From an optimization exercise on the open Yosys and OpenROAD flow, aimed at small area, a short achievable clock period and few clock cycles per item; shortcuts taken in it are not production practice. No run shown here included a check of the RTL's function; only the layout flow was run. Power figures rest on the tool's default switching activity, not on a simulated workload.

## flow/design.v (module list and top-level ports; edited modules follow where they fit)
// module mul_invert_2: 1502 lines
module mul_invert_2(
input i_clk,i_rst,i_start,
input [31:0] i_operand_a,
input [31:0] i_operand_b,
output [31:0] o_operand_o,
output o_exception,o_overflow,o_underflow,
output reg o_done
);
  // ...
==> flow/run.sh <==
#!/bin/bash
# synth_recipe.tcl (not shown) runs the flow's synth.tcl, then flattens the netlist and writes it again
# the make line also repeats each setting of config.mk as NAME=value (left out here)
make -C /OpenROAD-flow-scripts/flow DESIGN_CONFIG=/design/flow/config.mk WORK_HOME=/design/flow/orfs CLKGATE_MAP_FILE= SYNTH_SCRIPT=/design/flow/synth_recipe.tcl finish
==> flow/config.mk <==
export PLATFORM = sky130hd
export DESIGN_NAME = mul_invert_2
export DESIGN_NICKNAME = mul_invert_2
export VERILOG_FILES = /design/flow/design.v
export SDC_FILE = /design/flow/constraint.sdc
export NUM_CORES = 4
export LEC_CHECK = 0
export ABC_AREA = 1
export CAP_MARGIN = 20
export CORE_MARGIN = 2
export CORE_UTILIZATION = 40
export SLEW_MARGIN = 20
==> flow/constraint.sdc <==
create_clock -name core_clock -period 8.5 [get_ports {i_clk}]
set_input_delay 1.7000 -clock core_clock [delete_from_list [all_inputs] [get_ports {i_clk}]]
set_output_delay 1.7000 -clock core_clock [all_outputs]
set_load 0.01 [all_outputs]
==> impl_metrics.sql, run 1 <==
INSERT INTO impl_metrics (metric_group, metric, value, unit) VALUES
('layout', 'comb.multi_input.count', '1738', ''),
('yosys', 'synth-compound-area-share', '13.8', '%'),
('pwr', 'maxPowerGroup', 'combinational cells', ''),
('pwr', 'internal_power', '3.84', 'mW'),
('layout', 'registers_with_the_most_flip_flops', 'rx x25, ry x25, rexp x9', ''),
('routing', 'drt_pre_antenna_iters', '7', ''),
('setup_path', 'critPathRequiredTime', '8750', 'ps'),
('status', 'status', 'timing/DRC/antenna clean', ''),
('layout', 'share_of_the_final_layout_cell_area_in_multi_input_gates', '72.2', '%'),
('die', 'dieArea', '0.0479', 'sq mm'),
('sta', 'post-route-period-util', '81.6', '%'),
('routing', 'detailroute.wirelength.met2', '26300', 'microns'),
('layout', 'final_cell_mix', '485 x sky130_fd_sc_hd__inv_1, 362 x sky130_fd_sc_hd__nand2_1, 291 x sky130_fd_sc_hd__xor2_1, 277 x sky130_fd_sc_hd__o22ai_1, 265 x sky130_fd_sc_hd__fa_1', ''),
('layout', 'layout.cells.largest_class', 'multi-input combinational cells', ''),
('pwr', 'sw_frac_of_total', '57.1', '%'),
('clock_tree', 'ctsRootBufferMaster', 'sky130_fd_sc_hd__clkbuf_16', ''),
('setup_path', 'number_of_cells_traversed_by_the_worst_register_to_register_path', '1', ''),
('clock_tree', 'cts_buffers', '9', ''),
('yosys', 'synth_fa_ha_area_share', '36.0', '%'),
('setup_path', 'critPathSlowestCell', 'sky130_fd_sc_hd__clkdlybuf4s50_1', ''),
('routing', 'dr.max_layer_used', 'met5', ''),
('global_route', 'grt-busiest-layer', 'met2', ''),
('global_route', 'grt_pass1_wl', '94200', 'microns'),
('pwr', 'netSwitchingPower', '5.11', 'mW'),
('yosys', 'synth_most_common_cell', 'sky130_fd_sc_hd__inv_1', ''),
('die', 'floorplan.initialDensity', '40.6', '%'),
('sta', 'tightestPinTransition', '950', 'ps'),
('die', 'die_w', '219', 'microns'),
('clock_tree', 'post_cts_resize_count', '0', ''),
('yosys', 'synth.net_count', '2892', ''),
('pwr', 'p_leak', '10.1', 'nW'),
('sta', 'final_hold_viol_count', '0', ''),
('die', 'num_rows', '78', ''),
('pwr', 'p_per_area', '440', 'mW/mm^2'),
('sta', 'timing.final.setup_violations', '0', ''),
('die', 'tapcell.inserted', '600', '');
==> run 2: changes to the inputs <==
--- a/flow/config.mk
+++ b/flow/config.mk
@@ -9,4 +9,5 @@
 export CAP_MARGIN = 20
 export CORE_MARGIN = 2
 export CORE_UTILIZATION = 40
+export SETUP_SLACK_MARGIN = 2.0
 export SLEW_MARGIN = 20
==> run 2 against run 1 <==
Net effect:
- sequential power barely moved
- die area unchanged
- via count increased by 1.5%
- first-iteration DRC count is 3.5% higher
- register-to-register slack about the same
- count of clock-buffer cells in the layout did not move
- setup slack better by 570 ps
- flip-flop and latch count did not move
- largest power group unchanged
==> impl_metrics.sql, run 2 <==
INSERT INTO impl_metrics (metric_group, metric, value, unit) VALUES
('yosys', 'synth.yosys.seq_area_share', '6.97', '%'),
('die', 'num_rows', '78', ''),
('yosys', 'postSynthCellCount', '2453', ''),
('clock_tree', 'cts_max_path_buffers', '2', ''),
('routing', 'finalWirelength', '61500', 'microns'),
('layout', 'final_cell_mix', '479 x sky130_fd_sc_hd__inv_1, 362 x sky130_fd_sc_hd__nand2_1, 291 x sky130_fd_sc_hd__xor2_1, 277 x sky130_fd_sc_hd__o22ai_1, 264 x sky130_fd_sc_hd__fa_1', ''),
('routing', 'first_iter_violations', '1663', ''),
('place', 'routabilityCongestion', '1.01', ''),
('yosys', 'synth_top_area_share', '28.8', '%'),
('clock_tree', 'insertion_delay', '340', 'ps'),
('place', 'placed_cell_area', '0.0201', 'sq mm'),
('layout', 'finalCoreUtilization', '45.6', '%'),
('layout', 'ratio_of_cells_with_drive_above_1_in_the_final_layout', '8.13', '%'),
('clock_tree', 'count_of_hold_buffers_inserted_by_post_cts_repair', '0', ''),
('setup_path', 'r2r_setup_slack', '7720', 'ps'),
('setup_path', 'regToRegEndpoint', 'o_done', ''),
('clock_tree', 'clock_sinks', '64', ''),
('setup_path', 'critPathSlowestCell', 'sky130_fd_sc_hd__fa_1', ''),
('yosys', 'ys_top_cells_by_count', '485 x sky130_fd_sc_hd__inv_1, 362 x sky130_fd_sc_hd__nand2_1, 291 x sky130_fd_sc_hd__xor2_1', ''),
('global_route', 'antenna_found_initial', '2', ''),
('setup_path', 'crit_arrival', '6620', 'ps'),
('sta', 'final_hold_viol_count', '0', ''),
('layout', 'areaGrowthSynthToFinish', '12.4', '%'),
('setup_path', 'worst_path_dominant_cell_family', 'adder cells', ''),
('die', 'die_w', '219', 'microns'),
('setup_path', 'cp-end-kind', 'flop', ''),
('sta', 'unrepaired_setup_endpoints_after_global_routing', 'true', ''),
('pwr', 'pwr-share-clk', '3.8', '%'),
('clock_tree', 'tritoncts', 'built', ''),
('sta', 'post-route-period-util', '74.9', '%'),
('pwr', 'p_per_area', '437', 'mW/mm^2'),
('layout', 'post_layout_nets', '2942', ''),
('sta', 'min_period', '6370', 'ps'),
('pwr', 'p_leak', '10.3', 'nW'),
('pwr', 'netSwitchingPower', '5.18', 'mW'),
('sta', 'timing.clock.skew', '0', 'ps'),
('die', 'chipHeight', '219', 'microns'),
('routing', 'num_vias', '16965', ''),
('routing', 'drt_pre_antenna_iters', '6', ''),
('pwr', 'power_total', '9.07', 'mW'),
('setup_path', 'worst-path-stages', '18', ''),
('setup_path', 'number_of_cells_traversed_by_the_worst_register_to_register_path', '1', ''),
('die', 'core-area', '0.0455', 'sq mm'),
('sta', 'timing.final.setup_violations', '0', ''),
('die', 'num_io_pins', '103', ''),
('yosys', 'synth_most_common_cell', 'sky130_fd_sc_hd__inv_1', ''),
('sta', 'timing.final.max_slew_violations', '0', ''),
('global_route', 'vias_in_the_first_global_route', '17085', ''),
('yosys', 'synth_edf_count', '0', ''),
('clock_tree', 'ctsRootBufferMaster', 'sky130_fd_sc_hd__clkbuf_16', ''),
('setup_path', 'path_buf_inv', '8', ''),
('yosys', 'netlist_top_cells_area', 'sky130_fd_sc_hd__fa_1 29%, sky130_fd_sc_hd__xor2_1 14%, sky130_fd_sc_hd__inv_1 9.9%', ''),
('yosys', 'main_flop_type_after_synthesis', 'sky130_fd_sc_hd__dfxtp_1', ''),
('yosys', 'synth.net_count', '2892', ''),
('setup_path', 'critical_path.endpoint', 'rlc', ''),
('global_route', 'grt_pass1_wl', '94600', 'microns'),
('global_route', 'grt_start_max_net_pins', '42', ''),
('setup_path', 'crit_path_cell_trace', 'clkdlybuf4s50_1 > inv_1 > buf_4 > o22ai_1 > xor2_1 > fa_1 > inv_1 > fa_1 > inv_1 > fa_1 > inv_1 > fa_1 > inv_1 > fa_1 > inv_1 > ha_1 > nand4_1 > o41ai_1', ''),
('place', 'dp.final_hpwl', '46900', 'microns'),
('pwr', 'internal_power', '3.89', 'mW'),
('hold_path', 'timing.hold.worst.class', 'flop to flop', ''),
('sta', 'fin_hold_ws', '474', 'ps'),
('routing', 'avgRoutedWirePerCell', '19.8', 'microns'),
('layout', 'mostFrequentLayoutCell', 'sky130_fd_sc_hd__inv_1', ''),
('yosys', 'synth.ff_latch_count', '64', ''),
('setup_path', 'critical_path_peak_fanout', '14', ''),
('setup_path', 'worst_path_most_repeated_cell', 'sky130_fd_sc_hd__inv_1', ''),
('sta', 'relative_slew_margins', '43.2', '%'),
('pwr', 'sw_frac_of_total', '57.1', '%'),
('yosys', 'yosys.cell_types.count', '44', ''),
('layout', 'number_of_diodes_added_for_antenna_fixing', '0', ''),
('setup_path', 'critPathRequiredTime', '8750', 'ps'),
('pwr', 'vdd_drop_max', '0.281', 'mV'),
('yosys', 'synthesized_cell_area', '0.0185', 'sq mm'),
('yosys', 'postSynth.asyncResetShare', '1.56', '%'),
('setup_path', 'critical-path-max-stage-delay', '550', 'ps'),
('place', 'place.port_buffers', '102', ''),
('routing', 'detail_route.vias_per_cell', '5.46', ''),
('global_route', 'global_route.usage.total', '25.6', '%'),
('status', 'status', 'timing/DRC/antenna clean', ''),
('sta', 'tightestPinTransition', '851', 'ps'),
('layout', 'registers_with_the_most_flip_flops', 'rx x25, ry x25, rexp x9', ''),
('clock_tree', 'cts_buffers', '9', ''),
('setup_path', 'start_point_of_the_critical_path', 'i_operand_a[9]', ''),
('run', 'timing.max_cap.violations', '0', ''),
('die', 'floorplan.initialDensity', '40.6', '%'),
('yosys', 'synth_area_per_inst', '7.52', 'sq um'),
('clock_tree', 'ctsHtreeMaxLevel', '3', ''),
('pwr', 'sequentialPowerShare', '6.3', '%'),
('yosys', 'synthDominantAreaCellType', 'sky130_fd_sc_hd__fa_1', ''),
('setup_path', 'critical_path_class', 'input pin to flop', ''),
('sta', 'fmax', '157', 'MHz'),
('die', 'dieArea', '0.0479', 'sq mm'),
('layout', 'finalInstanceArea', '0.0207', 'sq mm'),
('yosys', 'yosys_warnings', '1', ''),
('pwr', 'comb_power_share', '89.8', '%'),
('routing', 'drc_errors', '0', ''),
('clock_tree', 'worst_setup_hold_path_clk_slew', '70', 'ps'),
('routing', 'drt.antenna.violating_nets', '0', ''),
('global_route', 'globalRouteOverflowTotal', '0', ''),
('setup_path', 'crit_path_start_kind', 'input pin', ''),
('sta', 'fin_tns_setup', '0', 'ps'),
('setup_path', 'regToRegStartpoint', 'o_done', '');
-- run 2: cell counts after synthesis --
No cell type changed its count.
-- run 2: worst min-delay path by stage --
stage / startpoint / endpoint / slack [ps] / cells after the start
floorplan: o_done / o_done / 510 / 1
global placement: o_done / o_done / 450 / 1
detailed placement: o_done / o_done / 470 / 1
CTS: o_done / o_done / 480 / 1
global route: o_done / o_done / 500 / 1
finish: o_done / o_done / 470 / 1
-- run 2: per-layer routing --
layer	track usage (%)	part of all wire, %	vias to the layer above
li1	-	-	7861
met1	33.8	42	8107
met2	40.4	44	847
met3	5.17	9.0	146
met4	11.6	4.5	4
met5	0	0.037	-
-- run 2: final cells by class --
cell class | count | area (sq um)
clock buffers | 12 | 246
clock inverters | 4 | 30.0
fillers | 4658 | 24700
inverters | 509 | 1930
multi-input cells | 1740 | 14800
flip-flops and latches | 64 | 1290
well taps | 600 | 751
repair buffers | 176 | 1650
repair inverters | 3 | 15.0
-- run 2: logic make-up after synthesis --
logic type | Yosys count | synth area share (%)
AOI/OAI and AO/OA | 417 | 13.8
xor gates and xnor gates | 297 | 14.1
adders and majority gates | 372 | 36.0
buffers and inverters | 651 | 13.5
DFF | 64 | 6.97
muxes | 1 | 0.0543
and+or+nand+nor | 651 | 15.5
-- run 2: power groups by stage --
stage | combinational (mW) | sequential [mW] | clock [mW]
after floorplan | 5.69 | 0.554 | 0
after global placement | 7.83 | 0.577 | 0
after detailed placement | 7.99 | 0.580 | 0
after CTS | 8.05 | 0.574 | 0.361
after global routing | 9.32 | 0.585 | 0.370
final | 8.14 | 0.574 | 0.347
-- run 2: per-stage QoR --
stage | setup slack (ps) | instances
floorplan | 2160 | 2453
CTS | 1930 | 3090
global placement | 1420 | 3066
detailed placement | 1360 | 3066
global route | 1950 | 3108
finish | 2130 | 3108
-- run 2: timing repair --
action | in CTS | in global routing
buffers inserted | 5 | 13
pin swaps | 0 | 3
resized for setup | 10 | 49
setup endpoints to repair | 10 | 46
cloned | 3 | 5
==> run 3: changes to the inputs <==
--- a/flow/config.mk
+++ b/flow/config.mk
@@ -9,5 +9,5 @@
 export CAP_MARGIN = 20
 export CORE_MARGIN = 2
 export CORE_UTILIZATION = 40
-export SETUP_SLACK_MARGIN = 2.0
+export SETUP_SLACK_MARGIN = 3.0
 export SLEW_MARGIN = 20
==> run 3 against run 2 <==
Net effect:
- still clean
- worst hold slack worse by 8.7 ps
- setup slack better by 620 ps
- core utilization up 7.5 points
- register-to-register slack about the same
- critical path depth up 1
- final area up 16%
- final cell count up 5.3%
- combinational power up 18%
- sequential power about the same
- global-route usage up 2.6 points
- area after synthesis unchanged
- critical path type unchanged
==> impl_metrics.sql, run 3 <==
INSERT INTO impl_metrics (metric_group, metric, value, unit) VALUES
('status', 'status', 'timing/DRC/antenna clean', ''),
('sta', 'unrepaired_setup_endpoints_after_global_routing', 'true', ''),
('global_route', 'global_route.usage.total', '28.2', '%'),
('routing', 'drt_pre_antenna_iters', '6', ''),
('setup_path', 'critical_path_peak_fanout', '7', ''),
('pwr', 'sequentialPowerShare', '5.4', '%'),
('yosys', 'main_flop_type_after_synthesis', 'sky130_fd_sc_hd__dfxtp_1', ''),
('yosys', 'netlist_top_cells_area', 'sky130_fd_sc_hd__fa_1 29%, sky130_fd_sc_hd__xor2_1 14%, sky130_fd_sc_hd__inv_1 9.9%', ''),
('setup_path', 'critPathSlowestCell', 'sky130_fd_sc_hd__fa_1', ''),
('yosys', 'synth.yosys.seq_area_share', '6.97', '%'),
('layout', 'areaGrowthSynthToFinish', '30.8', '%'),
('global_route', 'globalRouteOverflowTotal', '0', ''),
('clock_tree', 'tritoncts', 'built', ''),
('pwr', 'netSwitchingPower', '5.98', 'mW'),
('sta', 'timing.final.max_slew_violations', '0', ''),
('layout', 'final_cell_mix', '437 x sky130_fd_sc_hd__inv_1, 315 x sky130_fd_sc_hd__nand2_1, 273 x sky130_fd_sc_hd__xor2_1, 245 x sky130_fd_sc_hd__fa_1, 240 x sky130_fd_sc_hd__o22ai_1', ''),
('yosys', 'postSynthCellCount', '2453', ''),
('yosys', 'synth_fa_ha_area_share', '36.0', '%'),
('setup_path', 'crit_arrival', '5980', 'ps'),
('yosys', 'synthesized_cell_area', '0.0185', 'sq mm'),
('place', 'routabilityCongestion', '0.929', ''),
('yosys', 'yosys_warnings', '1', ''),
('routing', 'detail_route.vias_per_cell', '5.65', ''),
('clock_tree', 'clock_sinks', '64', ''),
('pwr', 'sw_frac_of_total', '56.3', '%'),
('sta', 'timing.final.setup_violations', '0', ''),
('yosys', 'synthSimpleGateAreaFrac', '15.5', '%'),
('die', 'die_w', '219', 'microns'),
('routing', 'drt.antenna.violating_nets', '0', ''),
('pwr', 'p_per_area', '440', 'mW/mm^2'),
('die', 'num_io_pins', '103', ''),
('setup_path', 'path_buf_inv', '5', ''),
('sta', 'relative_slew_margins', '41.0', '%'),
('die', 'dieArea', '0.0479', 'sq mm'),
('yosys', 'synth_area_per_inst', '7.52', 'sq um'),
('place', 'dp.final_hpwl', '47000', 'microns'),
('clock_tree', 'insertion_delay', '330', 'ps'),
('yosys', 'synth.ff_latch_count', '64', ''),
('sta', 'min_period', '5740', 'ps'),
('yosys', 'synth_xor_xnor_area_share', '14.1', '%'),
('global_route', 'vias_in_the_first_global_route', '18486', ''),
('sta', 'post-route-period-util', '67.6', '%'),
('place', 'place.port_buffers', '102', ''),
('routing', 'num_vias', '18499', ''),
('setup_path', 'critical-path-max-stage-delay', '610', 'ps'),
('yosys', 'yosys.cell_types.count', '44', ''),
('yosys', 'synth-compound-area-share', '13.8', '%'),
('clock_tree', 'cts_max_path_buffers', '2', ''),
('setup_path', 'cp-end-kind', 'flop', ''),
('clock_tree', 'count_of_hold_buffers_inserted_by_post_cts_repair', '0', ''),
('yosys', 'synthDominantAreaCellType', 'sky130_fd_sc_hd__fa_1', ''),
('routing', 'finalWirelength', '69600', 'microns'),
('pwr', 'vdd_drop_max', '0.396', 'mV'),
('layout', 'post_layout_nets', '3105', ''),
('pwr', 'comb_power_share', '90.7', '%'),
('pwr', 'internal_power', '4.64', 'mW'),
('layout', 'mostFrequentLayoutCell', 'sky130_fd_sc_hd__inv_1', ''),
('layout', 'registers_with_the_most_flip_flops', 'rx x25, ry x25, rexp x9', ''),
('die', 'core-area', '0.0455', 'sq mm'),
('setup_path', 'crit_path_start_kind', 'input pin', ''),
('setup_path', 'worst_path_most_repeated_cell', 'sky130_fd_sc_hd__fa_1', ''),
('routing', 'drc_errors', '0', ''),
('sta', 'tightestPinTransition', '885', 'ps'),
('hold_path', 'timing.hold.worst.class', 'flop to flop', ''),
('sta', 'fin_hold_ws', '465', 'ps'),
('setup_path', 'critical_path_class', 'input pin to flop', ''),
('yosys', 'synth_most_common_cell', 'sky130_fd_sc_hd__inv_1', ''),
('yosys', 'ys_top_cells_by_count', '485 x sky130_fd_sc_hd__inv_1, 362 x sky130_fd_sc_hd__nand2_1, 291 x sky130_fd_sc_hd__xor2_1', ''),
('yosys', 'synth_edf_count', '0', ''),
('yosys', 'postSynth.asyncResetShare', '1.56', '%'),
('sta', 'fmax', '174', 'MHz'),
('clock_tree', 'ctsRootBufferMaster', 'sky130_fd_sc_hd__clkbuf_16', ''),
('setup_path', 'crit_path_cell_trace', 'buf_4 > nand2_2 > inv_2 > nor2_4 > clkinvlp_4 > buf_8 > buf_4 > o22ai_1 > xor2_1 > fa_1 > fa_2 > fa_1 > fa_1 > ha_1 > nand2_2 > nor2_1 > a211oi_2 > o221a_2 > o41ai_2', ''),
('sta', 'fin_tns_setup', '0', 'ps'),
('run', 'timing.max_cap.violations', '0', ''),
('place', 'dp_cells', '3063', ''),
('sta', 'timing.clock.skew', '0', 'ps'),
('layout', 'layout.cells.non_filler', '3272', ''),
('die', 'num_rows', '78', ''),
('pwr', 'p_leak', '11.6', 'nW'),
('yosys', 'synth_top_family_by_area', 'adder cells', ''),
('clock_tree', 'worst_setup_hold_path_clk_slew', '70', 'ps'),
('pwr', 'pwr-share-clk', '3.9', '%'),
('die', 'floorplan.initialDensity', '40.6', '%'),
('setup_path', 'worst_path_dominant_cell_family', 'adder cells', ''),
('sta', 'final_hold_viol_count', '0', ''),
('routing', 'avgRoutedWirePerCell', '21.3', 'microns'),
('yosys', 'synth_top_area_share', '28.8', '%'),
('yosys', 'synth.mux.area_fraction', '0.0543', '%'),
('layout', 'ratio_of_cells_with_drive_above_1_in_the_final_layout', '25.5', '%'),
('setup_path', 'critPathRequiredTime', '8730', 'ps'),
('global_route', 'grt_pass1_wl', '105000', 'microns'),
('routing', 'first_iter_violations', '1889', ''),
('yosys', 'synth.net_count', '2892', ''),
('global_route', 'antenna_found_initial', '3', ''),
('die', 'chipHeight', '219', 'microns'),
('clock_tree', 'ctsHtreeMaxLevel', '3', ''),
('global_route', 'grt_start_max_net_pins', '29', ''),
('clock_tree', 'cts_buffers', '9', '');
## run 3: changes by cell type in the layout (fill, tap and decap cells not counted), moves of 31 or more
cell	delta
sky130_fd_sc_hd__nand2_1	-47
sky130_fd_sc_hd__inv_1	-42
sky130_fd_sc_hd__clkdlybuf4s50_1	-71
sky130_fd_sc_hd__buf_4	+88
sky130_fd_sc_hd__buf_2	+39
sky130_fd_sc_hd__buf_12	+31
sky130_fd_sc_hd__nor2_1	-39
sky130_fd_sc_hd__nand2_2	+31
sky130_fd_sc_hd__o22ai_1	-37
## run 3: final timing paths
check,from,end,slack [ps],cells past startpoint
max,i_operand_b[5],rlc,2760,19
min,o_done,o_done,470,1
max reg2reg,o_done,o_done,7730,1
min reg2reg,o_done,o_done,470,1
max in group asynchronous,i_rst,o_done,6910,2
min in group asynchronous,i_rst,o_done,1500,2
## run 3: timing repair
action / 4_1_cts / 5_1_grt
setup endpoints to repair: 67 / 57
buffers inserted: 122 / 43
pin swaps: 111 / 114
resized for setup: 522 / 233
cloned: 22 / 5
## run 3: metrics by stage
step                util, %  power (mW)  worst slack, ps  area, sq um
detailed placement     44.3        8.64             1140        20100
global placement       44.3        8.47             1260        20100
CTS                    50.3        9.59             2800        22900
global route           53.1        11.8             2590        24100
finish                 53.1        10.6             2760        24100
floorplan                 -        6.32             2740        18800
## run 3: cells by family (layout without fill, tap and decap cells)
family | after synthesis | in the layout
compound gates | 417 | 417
xor+xnor | 297 | 297
fa+ha+maj | 372 | 372
buf+inv | 651 | 862
flops | 64 | 64
mux | 1 | 1
other cells | 0 | 1
simple gates | 651 | 658
## run 3: area by class of cell
class                      count  area, sq um
fill                        4205        21300
multi-input combinational   1745        16200
timing repair buffer         326         3230
inverter                     509         2220
sequential                    64         1290
tap                          600          751
clock buffer                   9          225
clock inverter                 7          103
timing repair inverter        11         87.6
antenna                        1         2.50
## run 3: layer usage
layer / share of wire, % / global-route usage, % / vias to the layer above
met5: 0.034 / 0 / -
met4: 6.1 / 14.8 / 4
met3: 10 / 5.50 / 306
met2: 44 / 44.6 / 1165
met1: 39 / 36.6 / 8832
li1: - / - / 8192
## run 3: power by group through the flow
stage,Sequential [mW],Combinational [mW],Clock [mW]
after global placement,0.572,7.90,0
after CTS,0.573,8.60,0.422
final,0.575,9.63,0.411
after floorplan,0.554,5.77,0
after global routing,0.587,10.8,0.434
after detailed placement,0.575,8.07,0
==> run 4: changes to the inputs <==
--- a/flow/config.mk
+++ b/flow/config.mk
@@ -8,6 +8,7 @@
 export ABC_AREA = 1
 export CAP_MARGIN = 20
 export CORE_MARGIN = 2
-export CORE_UTILIZATION = 40
+export CORE_UTILIZATION = 60
+export PLACE_DENSITY = 0.75
 export SETUP_SLACK_MARGIN = 3.0
 export SLEW_MARGIN = 20
==> run 4 against run 3 <==
Net effect:
- via count increased by 6.1%
- synthesized cell count is the same
- area after synthesis unchanged
- sequential power is essentially flat
- still clean
- power rose by 2.9%
- combinational power up 3.2%
- final cell count shrank 6.5%
- clock power is essentially flat
- critical path depth stayed put
==> impl_metrics.sql, run 4 <==
INSERT INTO impl_metrics (metric_group, metric, value, unit) VALUES
('status', 'status', 'timing/DRC/antenna clean', ''),
('clock_tree', 'ctsRootBufferMaster', 'sky130_fd_sc_hd__clkbuf_16', ''),
('die', 'dieArea', '0.0322', 'sq mm'),
('yosys', 'netlist_top_cells_area', 'sky130_fd_sc_hd__fa_1 29%, sky130_fd_sc_hd__xor2_1 14%, sky130_fd_sc_hd__inv_1 9.9%', ''),
('hold_path', 'whs_path_depth', '1', ''),
('die', 'floorplan.initialDensity', '60.6', '%'),
('setup_path', 'crit_arrival', '6240', 'ps'),
('pwr', 'sw_frac_of_total', '57.1', '%'),
('die', 'die_w', '179', 'microns'),
('yosys', 'postSynthCellCount', '2453', ''),
('yosys', 'ys_top_cells_by_count', '485 x sky130_fd_sc_hd__inv_1, 362 x sky130_fd_sc_hd__nand2_1, 291 x sky130_fd_sc_hd__xor2_1', ''),
('yosys', 'synth.ff_latch_count', '64', ''),
('global_route', 'grt_pass1_wl', '104000', 'microns'),
('yosys', 'postSynth.asyncResetShare', '1.56', '%'),
('global_route', 'grt_start_max_net_pins', '29', ''),
('setup_path', 'critical_path_peak_fanout', '7', ''),
('yosys', 'synthesized_cell_area', '0.0185', 'sq mm'),
('clock_tree', 'insertion_delay', '350', 'ps'),
('clock_tree', 'clock_sinks', '64', ''),
('sta', 'tightestPinTransition', '937', 'ps'),
('clock_tree', 'count_of_hold_buffers_inserted_by_post_cts_repair', '0', ''),
('place', 'place.port_buffers', '102', ''),
('run', 'timing.max_cap.violations', '0', ''),
('pwr', 'netSwitchingPower', '6.24', 'mW'),
('setup_path', 'critical_path_class', 'input pin to flop', ''),
('sta', 'unrepaired_setup_endpoints_after_global_routing', 'true', ''),
('setup_path', 'number_of_cells_traversed_by_the_worst_register_to_register_path', '1', ''),
('yosys', 'synthDominantAreaCellType', 'sky130_fd_sc_hd__fa_1', ''),
('routing', 'drt.antenna.violating_nets', '0', ''),
('routing', 'finalWirelength', '74900', 'microns'),
('clock_tree', 'ctsHtreeMaxLevel', '3', ''),
('setup_path', 'crit_path_start_kind', 'input pin', ''),
('layout', 'final_cell_mix', '429 x sky130_fd_sc_hd__inv_1, 320 x sky130_fd_sc_hd__nand2_1, 273 x sky130_fd_sc_hd__xor2_1, 238 x sky130_fd_sc_hd__fa_1, 221 x sky130_fd_sc_hd__o22ai_1', ''),
('layout', 'mostFrequentLayoutCell', 'sky130_fd_sc_hd__inv_1', ''),
('yosys', 'main_flop_type_after_synthesis', 'sky130_fd_sc_hd__dfxtp_1', ''),
('sta', 'post-route-period-util', '70.4', '%'),
('routing', 'drt_pre_antenna_iters', '11', ''),
('place', 'routabilityCongestion', '1.05', ''),
('sta', 'fin_hold_ws', '479', 'ps'),
('global_route', 'vias_in_the_first_global_route', '18713', ''),
('clock_tree', 'cts_buffers', '9', ''),
('pwr', 'p_per_area', '460', 'mW/mm^2'),
('pwr', 'comb_power_share', '91.0', '%'),
('global_route', 'global_route.usage.total', '42.6', '%'),
('die', 'num_rows', '64', ''),
('sta', 'timing.final.max_slew_violations', '0', ''),
('setup_path', 'regToRegEndpoint', 'o_done', ''),
('layout', 'seqCellArea', '0.00129', 'sq mm'),
('pwr', 'sequentialPowerShare', '5.3', '%'),
('yosys', 'synth_top_area_share', '28.8', '%'),
('die', 'num_io_pins', '103', ''),
('pwr', 'pwr-share-clk', '3.7', '%'),
('clock_tree', 'cts_max_path_buffers', '2', ''),
('yosys', 'synth_most_common_cell', 'sky130_fd_sc_hd__inv_1', ''),
('place', 'dp.final_hpwl', '44600', 'microns'),
('setup_path', 'critPathRequiredTime', '8750', 'ps'),
('setup_path', 'start_point_of_the_critical_path', 'i_operand_a[7]', ''),
('sta', 'final_hold_viol_count', '0', ''),
('layout', 'finalCoreUtilization', '78.1', '%'),
('sta', 'relative_slew_margins', '37.5', '%'),
('layout', 'areaGrowthSynthToFinish', '28.8', '%'),
('routing', 'avgRoutedWirePerCell', '24.5', 'microns'),
('yosys', 'yosys.cell_types.count', '44', ''),
('yosys', 'synth.net_count', '2892', ''),
('hold_path', 'timing.hold.worst.class', 'flop to flop', ''),
('layout', 'ratio_of_cells_with_drive_above_1_in_the_final_layout', '26.0', '%'),
('yosys', 'synth.yosys.seq_area_share', '6.97', '%'),
('global_route', 'antenna_found_initial', '4', ''),
('sta', 'fin_tns_setup', '0', 'ps'),
('global_route', 'globalRouteOverflowTotal', '0', ''),
('sta', 'fmax', '167', 'MHz'),
('clock_tree', 'tritoncts', 'built', ''),
('setup_path', 'cp-end-kind', 'flop', ''),
('routing', 'first_iter_violations', '2670', ''),
('routing', 'drc_errors', '0', ''),
('layout', 'multiInputGateArea', '0.0163', 'sq mm'),
('die', 'chipHeight', '179', 'microns'),
('sta', 'timing.final.setup_violations', '0', ''),
('clock_tree', 'worst_setup_hold_path_clk_slew', '70', 'ps'),
('pwr', 'p_leak', '11.6', 'nW'),
('yosys', 'synth_edf_count', '0', ''),
('yosys', 'synth_area_per_inst', '7.52', 'sq um'),
('setup_path', 'r2r_setup_slack', '7710', 'ps'),
('routing', 'detail_route.vias_per_cell', '6.42', ''),
('setup_path', 'regToRegStartpoint', 'o_done', ''),
('layout', 'post_layout_nets', '3097', ''),
('sta', 'timing.clock.skew', '0', 'ps'),
('routing', 'num_vias', '19632', ''),
('pwr', 'internal_power', '4.69', 'mW'),
('sta', 'min_period', '5990', 'ps'),
('yosys', 'yosys_warnings', '1', ''),
('setup_path', 'critical_path.endpoint', 'rlc', ''),
('pwr', 'vdd_drop_max', '0.507', 'mV'),
('layout', 'n_fill_cell', '1998', ''),
('layout', 'registers_with_the_most_flip_flops', 'rx x25, ry x25, rexp x9', ''),
('die', 'core-area', '0.0304', 'sq mm');
[run 4: layout make-up]
cell class	count	area share [%]
multi-input combinational	1746	68.7
timing repair buffer	315	12.6
inverter	509	9.34
sequential	64	5.42
tap	396	2.08
clock buffer	9	0.948
clock inverter	7	0.432
timing repair inverter	13	0.432
antenna	1	0.0105
[run 4: logic make-up (layout without fill, tap and decap cells)]
logic type	after synthesis	after routing	share of synthesized area, %
other cells	0	1	0
fa+ha+maj	372	372	36.0
xor+xnor	297	297	14.1
compound gates	417	417	13.8
simple gates	651	659	15.5
buf+inv	651	853	13.5
flops	64	64	6.97
mux	1	1	0.0543
[run 4: repair_timing]
| item | in CTS | in global routing |
|---|---|---|
| cloned | 22 | 4 |
| pin swaps | 94 | 112 |
| setup endpoints to repair | 71 | 62 |
| setup buffers | 124 | 36 |
| resized for setup | 509 | 264 |
[run 4: how the worst min path moves through the flow]
stage / startpoint / endpoint / slack [ps]
3_5_place_dp: o_done / o_done / 480
3_3_place_gp: o_done / o_done / 450
4_1_cts: o_done / o_done / 490
2_1_floorplan: o_done / o_done / 510
5_1_grt: o_done / o_done / 520
6_report: o_done / o_done / 480
[run 4: through the flow]
stage	setup WS (ps)	std cells	power [mW]	instance area [sq um]
2_1_floorplan	2740	2453	6.32	18800
3_3_place_gp	1350	2857	8.34	19900
3_5_place_dp	1180	2857	8.60	19900
4_1_cts	2820	3019	9.69	22500
5_1_grt	2400	3059	11.9	23800
6_report	2510	3060	10.9	23800
[run 4: layer usage]
metal,wire length [microns],vias up,global-route usage [%]
li1,-,8189,-
met4,7100,4,25.8
met2,31700,1739,65.9
met3,11200,601,12.4
met5,28,-,0
met1,25000,9099,52.9
[run 4: worst max-delay path, stage by stage]
cell and delay (ps):
sky130_fd_sc_hd__clkdlybuf4s15_1 430, sky130_fd_sc_hd__clkinvlp_4 300, sky130_fd_sc_hd__buf_12 200, sky130_fd_sc_hd__buf_4 150, sky130_fd_sc_hd__o22ai_1 150, sky130_fd_sc_hd__xor2_1 180, sky130_fd_sc_hd__ha_1 170, sky130_fd_sc_hd__inv_1 60
sky130_fd_sc_hd__fa_1 530, sky130_fd_sc_hd__inv_1 50, sky130_fd_sc_hd__fa_1 500, sky130_fd_sc_hd__inv_1 50, sky130_fd_sc_hd__fa_1 530, sky130_fd_sc_hd__inv_1 40, sky130_fd_sc_hd__ha_1 300, sky130_fd_sc_hd__nand4_1 160
sky130_fd_sc_hd__nor2_2 140, sky130_fd_sc_hd__a41oi_2 180, sky130_fd_sc_hd__o41ai_2 400
[run 4: power groups by stage]
stage | registers (mW) | clock network [mW] | logic, mW
5_1_grt | 0.587 | 0.423 | 10.9
4_1_cts | 0.574 | 0.412 | 8.71
6_report | 0.577 | 0.408 | 9.94
3_5_place_dp | 0.575 | 0 | 8.02
2_1_floorplan | 0.554 | 0 | 5.77
3_3_place_gp | 0.571 | 0 | 7.77

## what the ideal ports hide
No port has a modelled driver above. Below, the same layouts with a new extraction and two added sets of constraints.
Step 1: set_driving_cell puts a clkbuf_16 on i_clk and a buf_2 on each other input, an assumption about the parent block.
Step 2 times the ports against the registers' clock, not the clock port: input delays grow and output delays shrink by t, the midpoint of the rising clock arrivals with the driver on.
Three values: ideal, step 1, step 2; two values: the first two.
run | t (ns) | setup WS [ns] | hold WS [ns] | latest minus earliest clock arrival (ns) | cell pins on the clock port's net
run 1 | 0.391 | 1.561 / 1.530 / 1.139 | 0.474 / 0.474 / 0.474 | 0.022 / 0.021 | 1
run 2 | 0.389 | 2.134 / 2.152 / 1.763 | 0.474 / 0.474 / 0.474 | 0.024 / 0.023 | 1
run 3 | 0.389 | 2.757 / 2.773 / 2.385 | 0.465 / 0.465 / 0.465 | 0.013 / 0.013 | 1
run 4 | 0.379 | 2.513 / 2.502 / 2.123 | 0.479 / 0.479 / 0.479 | 0.019 / 0.019 | 1
After both steps every run listed still meets setup and hold. The setup slack of run 1, which loses most, moves by -0.031 ns with the drivers and by -0.422 ns with both steps.
